What follows belongs to an exercise in optimizing a design on an open flow for small area; a production flow would make more cautious choices.
RTL that was checked went through simulation tests only; none was proved equivalent to the original.
The flow treats the clock pin as an ideal source. Dropping or thinning the clock tree relies on that and would not hold on a real chip.
No activity file was given, so power comes from the tool's default toggle rates.

==> flow/design.v (excerpt) <==
module HostInterface
  (
   input wire ifclk,
   input wire resetb,
   input wire fx2_hics_b,
   input [2:0] fx2_flags,
   output reg fx2_sloe_b,
   output reg fx2_slrd_b,
   output reg fx2_slwr_b,
   output fx2_slcs_b,
   output reg fx2_pktend_b,
   output [1:0] fx2_fifo_addr,
   input [15:0] fx2_fd_in,
   output [15:0] fx2_fd_out,
   output fx2_fd_oe,
   output reg [15:0] di_term_addr,
   output [31:0] di_reg_addr,
   output [31:0] di_len,
   output di_read_mode,
   output            di_read_req,
   output reg        di_read,
   input wire        di_read_rdy,
   input      [15:0] di_reg_datao,
   output reg        di_write,
   input wire        di_write_rdy,
   output di_write_mode,
   output [15:0] di_reg_datai,
   input [15:0]      di_transfer_status
   );
   localparam [1:0] RCV_CMD = 2'd0, IDLE = 2'd1, PROCESS_CMD = 2'd2, SEND_ACK = 2'd3;
   reg        empty_b, full_b, cmd_start;
   reg [15:0] fd_in;           
   reg [15:0] fd_out;
   reg [1:0]  state;
   reg        is_rd, is_wr;    
   reg        mode;            
   reg        rq0;             
   reg        fa1;             
   reg [31:0] addr;            
   reg [30:0] len;             
   reg [30:0] remn;            
   reg [3:0]  cnt;             
   reg [15:0] checksum;        
   wire hide = (state == RCV_CMD);
   assign di_reg_addr   = hide ? 32'd0 : addr;
   assign di_len        = hide ? 32'd0 : {1'b0, len};
   assign fx2_slcs_b    = 1'b0;
   assign fx2_fifo_addr = {fa1, hide & fa1};
   assign fx2_fd_out    = fd_out;
   assign fx2_fd_oe     = fx2_sloe_b;
   assign di_reg_datai  = fd_in;
   assign di_read_mode  = mode & is_rd;
   assign di_write_mode = mode & is_wr;
   assign di_read_req   = rq0 | (di_read & !rem_zero);
   wire read_ok  = !fx2_slrd_b && empty_b;
   wire [3:0] cnt_inc = cnt + 4'd1;
  ...
clock: 10.0 ns
lec_check: 0
cap_margin: 20
core_margin: 2
core_utilization: 40
place_density: 0.8
slew_margin: 20
standard.sh (not shown) runs the stock make flow with config.mk's settings and CLKGATE_MAP_FILE= SYNTH_SCRIPT=/design/flow/synth_recipe.tcl, a recipe that flattens the netlist after the stock synthesis.
==> flow/flow/run.sh <==
#!/bin/bash
# Standard synthesis, then the standard layout with: the smallest buffer on
# each port, synthesis buffers removed and every logic cell downsized at
# floorplan (repair_design restores drive where it is needed).
set -euo pipefail
bash standard.sh synth > synth.log 2>&1
export BUFFER_PORTS_ARGS="-buffer_cell sky130_fd_sc_hd__buf_1"
export REMOVE_ABC_BUFFERS=1
export POST_FLOORPLAN_TCL="$PWD/flow/downsize.tcl"
export CTS_ARGS="-sink_clustering_enable -repair_clock_nets -dont_use_dummy_load -buf_list sky130_fd_sc_hd__clkbuf_8 -sink_clustering_size 30 -sink_clustering_max_diameter 120"
export POST_CTS_TCL="$PWD/flow/clock_tree.tcl"
export CLK_GROUP=15
bash standard.sh finish > layout.log 2>&1
==> flow/flow/clock_tree.tcl <==
# Replace the clock tree that clock_tree_synthesis built (run as POST_CTS_TCL,
# before the CTS step writes its result) with a two-level tree: the
# flip-flops are split by place into groups of at most CLK_GROUP, each group
# is driven by one leaf buffer at its centre (clkbuf_4 for a group of at most
# CLK_SMALL, clkbuf_8 otherwise), and one root buffer fed by the clock port
# drives the leaf buffers.
set group [expr {[info exists ::env(CLK_GROUP)] ? $::env(CLK_GROUP) : 17}]
set small [expr {[info exists ::env(CLK_SMALL)] ? $::env(CLK_SMALL) : 9}]
set rootname [expr {[info exists ::env(CLK_ROOT_BUF)] ? $::env(CLK_ROOT_BUF) : "sky130_fd_sc_hd__clkbuf_16"}]
set block [ord::get_db_block]
set db [ord::get_db]
set root [$block findNet ifclk]

# flip-flop clock pins
set sinks {}
foreach inst [$block getInsts] {
  if { ![regexp {__(df|edf|sdf)} [[$inst getMaster] getName]] } { continue }
  foreach it [$inst getITerms] {
    if { [[$it getMTerm] getName] eq "CLK" } { lappend sinks $it }
  }
}
# remove the buffers and nets that clock_tree_synthesis made
set old_nets {}
foreach inst [$block getInsts] {
  if { [regexp {^(clkbuf_|clkload)} [$inst getName]] } {
    foreach it [$inst getITerms] {
      set net [$it getNet]
      if { $net ne "NULL" && $net ne "" && [$net getName] ne "ifclk" } { lappend old_nets $net }
    }
    odb::dbInst_destroy $inst
  }
}
foreach it $sinks { $it disconnect }
foreach net [lsort -unique $old_nets] {
  if { [llength [$net getITerms]] == 0 && [llength [$net getBTerms]] == 0 } { odb::dbNet_destroy $net }
}

# capacitated k-means on the sink positions
set pts {}
foreach it $sinks {
  set b [[$it getInst] getBBox]
  lappend pts [list [expr {([$b xMin] + [$b xMax]) / 2.0}] [expr {([$b yMin] + [$b yMax]) / 2.0}]]
}
set n [llength $pts]
set k [expr {($n + $group - 1) / $group}]
set sorted [lsort -real -index 0 $pts]
set centers {}
for {set c 0} {$c < $k} {incr c} { lappend centers [lindex $sorted [expr {int(($c + 0.5) * $n / $k)}]] }
for {set iter 0} {$iter < 30} {incr iter} {
  set pairs {}
  for {set i 0} {$i < $n} {incr i} {
    set p [lindex $pts $i]
    for {set c 0} {$c < $k} {incr c} {
      set q [lindex $centers $c]
      lappend pairs [list [expr {abs([lindex $p 0] - [lindex $q 0]) + abs([lindex $p 1] - [lindex $q 1])}] $i $c]
    }
  }
  set assign [lrepeat $n -1]
  set fill [lrepeat $k 0]
  foreach pr [lsort -real -index 0 $pairs] {
    lassign $pr d i c
    if { [lindex $assign $i] >= 0 || [lindex $fill $c] >= $group } { continue }
    lset assign $i $c
    lset fill $c [expr {[lindex $fill $c] + 1}]
  }
  set newc {}
  for {set c 0} {$c < $k} {incr c} {
    set sx 0; set sy 0; set m 0
    foreach p $pts a $assign {
      if { $a == $c } { set sx [expr {$sx + [lindex $p 0]}]; set sy [expr {$sy + [lindex $p 1]}]; incr m }
    }
    lappend newc [expr {$m ? [list [expr {$sx / $m}] [expr {$sy / $m}]] : [lindex $centers $c]}]
  }
  set centers $newc
}

proc add_buf { block master name in out x y } {
  set b [odb::dbInst_create $block $master $name]
  $b setSourceType TIMING
  foreach it [$b getITerms] {
    set t [[$it getMTerm] getName]
    if { $t eq "A" } { $it connect $in }
    if { $t eq "X" } { $it connect $out }
  }
  $b setLocation [expr {int($x)}] [expr {int($y)}]
  $b setPlacementStatus PLACED
  return $b
}
set feed [odb::dbNet_create $block "clknet_root"]
$feed setSigType CLOCK
set sx 0; set sy 0
foreach c $centers { set sx [expr {$sx + [lindex $c 0]}]; set sy [expr {$sy + [lindex $c 1]}] }
add_buf $block [$db findMaster $rootname] "clkbuf_root" $root $feed [expr {$sx / $k}] [expr {$sy / $k}]
for {set c 0} {$c < $k} {incr c} {
  set m [lindex $fill $c]
  if { $m == 0 } { continue }
  set net [odb::dbNet_create $block "clknet_leaf_$c"]
  $net setSigType CLOCK
  set bn [expr {$m <= $small ? "sky130_fd_sc_hd__clkbuf_4" : "sky130_fd_sc_hd__clkbuf_8"}]
  set q [lindex $centers $c]
  add_buf $block [$db findMaster $bn] "clkbuf_leaf_$c" $feed $net [lindex $q 0] [lindex $q 1]
  foreach it $sinks a $assign { if { $a == $c } { $it connect $net } }
  puts "clock_tree: clkbuf_leaf_$c ($bn) drives $m flip-flops"
}
detailed_placement
estimate_parasitics -placement
report_clock_skew
Other scripts of this flow, unchanged in this note and not shown: flow/flow/downsize.tcl
Next try:
--- a/flow/flow/run.sh
+++ b/flow/flow/run.sh
@@ -10,4 +10,4 @@
 export CTS_ARGS="-sink_clustering_enable -repair_clock_nets -dont_use_dummy_load -buf_list sky130_fd_sc_hd__clkbuf_8 -sink_clustering_size 30 -sink_clustering_max_diameter 120"
 export POST_CTS_TCL="$PWD/flow/clock_tree.tcl"
-export CLK_GROUP=15
+export CLK_ROOT_BUF=sky130_fd_sc_hd__clkbuf_8
 bash standard.sh finish > layout.log 2>&1
Wire length stays flat.
Final area stays flat.
First-iteration DRC count goes down by 3.7%.
Power goes down by about 0.9%.
Synthesized cell count does not change.
Sequential share of layout area goes up by 0.12 points.
Worst hold slack is about the same.
Via count goes down by about 0.9%.
Setup slack loses 0.015 ns.
Global-route usage is about the same.
Next try:
--- a/flow/flow/run.sh
+++ b/flow/flow/run.sh
@@ -10,4 +10,3 @@
 export CTS_ARGS="-sink_clustering_enable -repair_clock_nets -dont_use_dummy_load -buf_list sky130_fd_sc_hd__clkbuf_8 -sink_clustering_size 30 -sink_clustering_max_diameter 120"
 export POST_CTS_TCL="$PWD/flow/clock_tree.tcl"
-export CLK_ROOT_BUF=sky130_fd_sc_hd__clkbuf_8
 bash standard.sh finish > layout.log 2>&1
Sequential power is about the same.
Maximum frequency is about the same.
Flip-flop and latch count stays the same.
Cell area stays flat.
Critical path depth stays the same.
Wire length is about the same.
Worst hold slack is about the same.
Global-route usage is unchanged.
Register-to-register slack is about the same.
Worst setup slack degrades by 0.0032 ns.


Setup of run A:
Another version of the RTL of HostInterface (not shown whole).
Size: ~930 cells after synthesis, about 180 flip-flops, about 180 I/O pins.
==> flow/design.v (excerpt) <==
module HostInterface
  (
   input wire ifclk,
   input wire resetb,
   input wire fx2_hics_b,
   input [2:0] fx2_flags,
   output reg fx2_sloe_b,
   output reg fx2_slrd_b,
   output reg fx2_slwr_b,
   output fx2_slcs_b,
   output reg fx2_pktend_b,
   output [1:0] fx2_fifo_addr,
   input [15:0] fx2_fd_in,
   output [15:0] fx2_fd_out,
   output fx2_fd_oe,
   output reg [15:0] di_term_addr,
   output [31:0] di_reg_addr,
   output [31:0] di_len,
   output di_read_mode,
   output reg        di_read_req,
   output reg        di_read,
   input wire        di_read_rdy,
   input      [15:0] di_reg_datao,
   output reg        di_write,
   input wire        di_write_rdy,
   output di_write_mode,
   output [15:0] di_reg_datai,
   input [15:0]      di_transfer_status
   );
   localparam [1:0] RCV_CMD = 2'd0, IDLE = 2'd1, PROCESS_CMD = 2'd2, SEND_ACK = 2'd3;
   reg        empty_b, full_b, cmd_start;
   reg [15:0] fd_in;           
   reg [15:0] fd_out;
   reg [1:0]  state;
   reg        is_rd, is_wr;    
   reg        mode;            
   reg        fa1, fa0;        
   reg [31:0] addr;            
   reg [30:0] len;             
  ...
Settings: LEC_CHECK=0, CAP_MARGIN=20, CORE_MARGIN=2, CORE_UTILIZATION=40, CTS_BUF_LIST=sky130_fd_sc_hd__clkbuf_4 sky130_fd_sc_hd__clkbuf_8, SLEW_MARGIN=20; clock period 10.0 ns.
==> flow/flow/run.sh <==
#!/bin/bash
# Standard synthesis, then the standard layout with small port buffers and
# power (size) recovery on non-critical gates.
set -euo pipefail
bash standard.sh synth > synth.log 2>&1
export BUFFER_PORTS_ARGS="-buffer_cell sky130_fd_sc_hd__buf_1"
export RECOVER_POWER=100
bash standard.sh finish > layout.log 2>&1
Run A had finished all stages when the layout checks came back failing, citing max-capacitance violations, max-slew violations.
[inputs] run B vs run A
-- flow/flow/run.sh --
<<< run A, line 7
export RECOVER_POWER=100
>>> run B, line 7
Findings:
- Run B: full flow OK, the timing, design-rule and antenna checks passed
- NOTE: utilization after layout in run B exceeds that of run A
- For run A, the cell with the largest stage delay on the worst path was sky130_fd_sc_hd__clkbuf_1, unlike run B, where it was sky130_fd_sc_hd__fa_1.
- Run B vs. run A: number of iterations in the first detailed-routing pass lost 1, DRC violation total after the first TritonRoute iteration lower.
For run C, these inputs were changed with respect to run B:
Settings: CTS_BUF_LIST removed (was sky130_fd_sc_hd__clkbuf_4 sky130_fd_sc_hd__clkbuf_8).
==> flow/run.sh (new file) <==
#!/bin/bash
# synth_recipe.tcl (not shown) runs the flow's synth.tcl, then flattens the netlist and writes it again
# the make line also repeats each setting of config.mk as NAME=value (left out here)
make -C /OpenROAD-flow-scripts/flow DESIGN_CONFIG=/design/flow/config.mk WORK_HOME=/design/flow/orfs CLKGATE_MAP_FILE= SYNTH_SCRIPT=/design/flow/synth_recipe.tcl finish
removed: flow/flow/run.sh
removed: flow/standard.sh
- Looking at the reports, run C completed the entire flow and the layout it produced met the timing, design-rule and antenna checks.
- There was hardly any difference in hold slack between run C and run B.
- | number of placed instances with taps included | run B vs run C | ≈ equal |
- Lower maximum frequency goes to run C over run B.
- In the tables for run B and run C, smallest setup slack after layout reads lower with run C.
- Diff run B -> run C: static power due to leakage went up by 12%, combinational share of power shows an increase of 1.0 points.
- Highest ir drop seen on vdd: run C worse than run B
- Relative to run B, the routed wire length measured on run C has increased by a few percent.
- Between run B and run C, the flow reports total power increasing by more than 10%.
Here is what was changed in the inputs of run D compared with run C.
Settings: putting CTS_BUF_LIST at sky130_fd_sc_hd__clkbuf_4 sky130_fd_sc_hd__clkbuf_8 where nothing was set.
==> flow/flow/run.sh (new file) <==
#!/bin/bash
# Standard synthesis, then the standard layout with: the smallest buffer on
# each port, synthesis buffers removed and every logic cell downsized at
# floorplan (repair_design restores drive where it is needed).
set -euo pipefail
bash standard.sh synth > synth.log 2>&1
export BUFFER_PORTS_ARGS="-buffer_cell sky130_fd_sc_hd__buf_1"
export REMOVE_ABC_BUFFERS=1
export POST_FLOORPLAN_TCL="$PWD/flow/downsize.tcl"
export CTS_ARGS="-sink_clustering_enable -repair_clock_nets -dont_use_dummy_load -buf_list sky130_fd_sc_hd__clkbuf_8 -sink_clustering_size 30 -sink_clustering_max_diameter 120"
bash standard.sh finish > layout.log 2>&1
==> flow/flow/downsize.tcl (new file) <==
# Swap every logic cell to the smallest cell of its family (same function and
# pins, lower drive); repair_design later upsizes or buffers where slew or
# capacitance need it.
set db [ord::get_db]
set block [ord::get_db_block]
set smallest [dict create]
foreach lib [$db getLibs] {
  foreach m [$lib getMasters] {
    set n [$m getName]
    if { ![regexp {^(sky130_fd_sc_hd__[a-z0-9]+)_([0-9]+)$} $n -> fam drv] } { continue }
    if { [lsearch -exact $::env(DONT_USE_CELLS) $n] >= 0 } { continue }
    set a [expr {[$m getWidth] * [$m getHeight]}]
    if { ![dict exists $smallest $fam] || $a < [lindex [dict get $smallest $fam] 1] } {
      dict set smallest $fam [list $m $a]
    }
  }
}
set swapped 0
foreach inst [$block getInsts] {
  set m [$inst getMaster]
  set n [$m getName]
  if { ![regexp {^(sky130_fd_sc_hd__[a-z0-9]+)_([0-9]+)$} $n -> fam drv] } { continue }
  if { [regexp {tap|fill|decap|conb|clkbuf|clkinv|dly} $fam] } { continue }
  if { ![dict exists $smallest $fam] } { continue }
  set best [lindex [dict get $smallest $fam] 0]
  if { [$best getName] ne $n } {
    if { [$inst swapMaster $best] } { incr swapped }
  }
}
puts "downsize: swapped $swapped instances"
==> flow/standard.sh (new file) <==
#!/bin/bash
# synth_recipe.tcl (not shown) runs the flow's synth.tcl, then flattens the netlist and writes it again
# the make line also repeats each setting of config.mk as NAME=value (left out here)
make -C /OpenROAD-flow-scripts/flow DESIGN_CONFIG=/design/flow/config.mk WORK_HOME=/design/flow/orfs CLKGATE_MAP_FILE= SYNTH_SCRIPT=/design/flow/synth_recipe.tcl "${@:-finish}"
removed: flow/run.sh
Findings:
- As far as count of cell instances traversed by the critical path goes, run C and run D are indistinguishable; the numbers are identical.
- Run D — power per cell area 9.7 nW/um^2 lower, run C as reference
- Compared with run C, in run D remaining max-slew budget at the tightest pin increased 3.3 points, post-synthesis area per instance essentially unchanged.
Function was not checked in any run of this note: the RTL went through the layout flow alone.


HostInterface, a different RTL version from the one above (not shown whole).
Size: about 860 cells after synthesis, about 180 flip-flops, about 180 I/O pins.
clock: 10.0 ns
lec_check: 0
cap_margin: 20
core_margin: 2
core_utilization: 40
cts_buf_list: sky130_fd_sc_hd__clkbuf_4 sky130_fd_sc_hd__clkbuf_8
slew_margin: 20
==> flow/flow/run.sh <==
#!/bin/bash
# Standard synthesis, then the standard layout with: the smallest buffer on
# each port, synthesis buffers removed and every logic cell downsized at
# floorplan (repair_design restores drive where it is needed).
set -euo pipefail
bash standard.sh synth > synth.log 2>&1
export BUFFER_PORTS_ARGS="-buffer_cell sky130_fd_sc_hd__buf_1"
export REMOVE_ABC_BUFFERS=1
export POST_FLOORPLAN_TCL="$PWD/flow/downsize.tcl"
export CTS_ARGS="-sink_clustering_enable -repair_clock_nets -dont_use_dummy_load -buf_list sky130_fd_sc_hd__clkbuf_8 -sink_clustering_size 30 -sink_clustering_max_diameter 120"
bash standard.sh finish > layout.log 2>&1
==> flow/flow/downsize.tcl <==
# Swap every logic cell to the smallest cell of its family (same function and
# pins, lower drive); repair_design later upsizes or buffers where slew or
# capacitance need it.
set db [ord::get_db]
set block [ord::get_db_block]
set smallest [dict create]
foreach lib [$db getLibs] {
  foreach m [$lib getMasters] {
    set n [$m getName]
    if { ![regexp {^(sky130_fd_sc_hd__[a-z0-9]+)_([0-9]+)$} $n -> fam drv] } { continue }
    if { [lsearch -exact $::env(DONT_USE_CELLS) $n] >= 0 } { continue }
    set a [expr {[$m getWidth] * [$m getHeight]}]
    if { ![dict exists $smallest $fam] || $a < [lindex [dict get $smallest $fam] 1] } {
      dict set smallest $fam [list $m $a]
    }
  }
}
set swapped 0
foreach inst [$block getInsts] {
  set m [$inst getMaster]
  set n [$m getName]
  if { ![regexp {^(sky130_fd_sc_hd__[a-z0-9]+)_([0-9]+)$} $n -> fam drv] } { continue }
  if { [regexp {tap|fill|decap|conb|clkbuf|clkinv|dly} $fam] } { continue }
  if { ![dict exists $smallest $fam] } { continue }
  set best [lindex [dict get $smallest $fam] 0]
  if { [$best getName] ne $n } {
    if { [$inst swapMaster $best] } { incr swapped }
  }
}
puts "downsize: swapped $swapped instances"
Then changed:
--- a/flow/flow/run.sh
+++ b/flow/flow/run.sh
@@ -10 +10 @@
-export CTS_ARGS="-sink_clustering_enable -repair_clock_nets -dont_use_dummy_load -buf_list sky130_fd_sc_hd__clkbuf_8 -sink_clustering_size 30 -sink_clustering_max_diameter 120"
+export CTS_ARGS="-sink_clustering_enable -repair_clock_nets -dont_use_dummy_load -buf_list sky130_fd_sc_hd__clkbuf_8 -sink_buffer_max_cap_derate 1.0"
Settings changed: CORE_UTILIZATION 40 to 60, CTS_BUF_LIST sky130_fd_sc_hd__clkbuf_4 sky130_fd_sc_hd__clkbuf_8 to unset, GPL_TIMING_DRIVEN set to 0.
Outcome: Clock skew decreases by 0.016 ns; wire length went down by about 1.3%; total power went up by about 1%; sequential cell count does not change; sequential share of layout area barely changes; worst setup slack is better by 0.068 ns; synthesized area is unchanged; synthesized cell count does not change; sequential power is higher by about 0.9%.

port drivers added, routing unchanged:
The results above use ideal ports. As a check the final layouts listed here were re-extracted and re-timed, cells and wires unchanged.
Step 1 sets driving cells, clkbuf_16 on the clock port and buf_2 on the other inputs (assumed; they add their load-dependent delay and slew).
Step 2 moves the port delays by t, midway between the first and last clock arrival at a register: inputs arrive t later, outputs are due t later. That takes back most of the time a late clock gives input paths.
Slacks: no drivers / after step 1 / after step 2; pairs: no drivers / after step 1.
run | shift t [ns] | setup slack, ns | hold slack, ns | clock arrival spread, ns
the first run of note 1 | 0.434 | 3.175 / 3.175 / 3.175 | 0.507 / 0.507 / 0.507 | 0.014 / 0.014
the second run of note 1 | 0.508 | 3.160 / 3.160 / 3.160 | 0.508 / 0.508 / 0.508 | 0.013 / 0.013
the third run of note 1 | 0.436 | 3.157 / 3.157 / 3.157 | 0.509 / 0.509 / 0.509 | 0.013 / 0.013
run A | 0.516 | 1.744 / 1.744 / 1.416 | 0.491 / 0.491 / 0.491 | 0.018 / 0.018
run B | 0.516 | 1.919 / 1.932 / 1.417 | 0.480 / 0.480 / 0.480 | 0.018 / 0.019
run C | 0.475 | 1.473 / 1.494 / 1.019 | 0.482 / 0.482 / 0.482 | 0.016 / 0.015
run D | 0.489 | 1.974 / 1.960 / 1.471 | 0.494 / 0.494 / 0.494 | 0.038 / 0.038
the first run of note 3 | 0.488 | 3.438 / 3.438 / 3.438 | 0.506 / 0.506 / 0.506 | 0.039 / 0.039
the second run of note 3 | 0.485 | 3.507 / 3.507 / 3.507 | 0.516 / 0.516 / 0.516 | 0.023 / 0.023
For run D, which loses most, drivers alone change the setup slack by -0.014 ns; drivers and shift together by -0.503 ns.
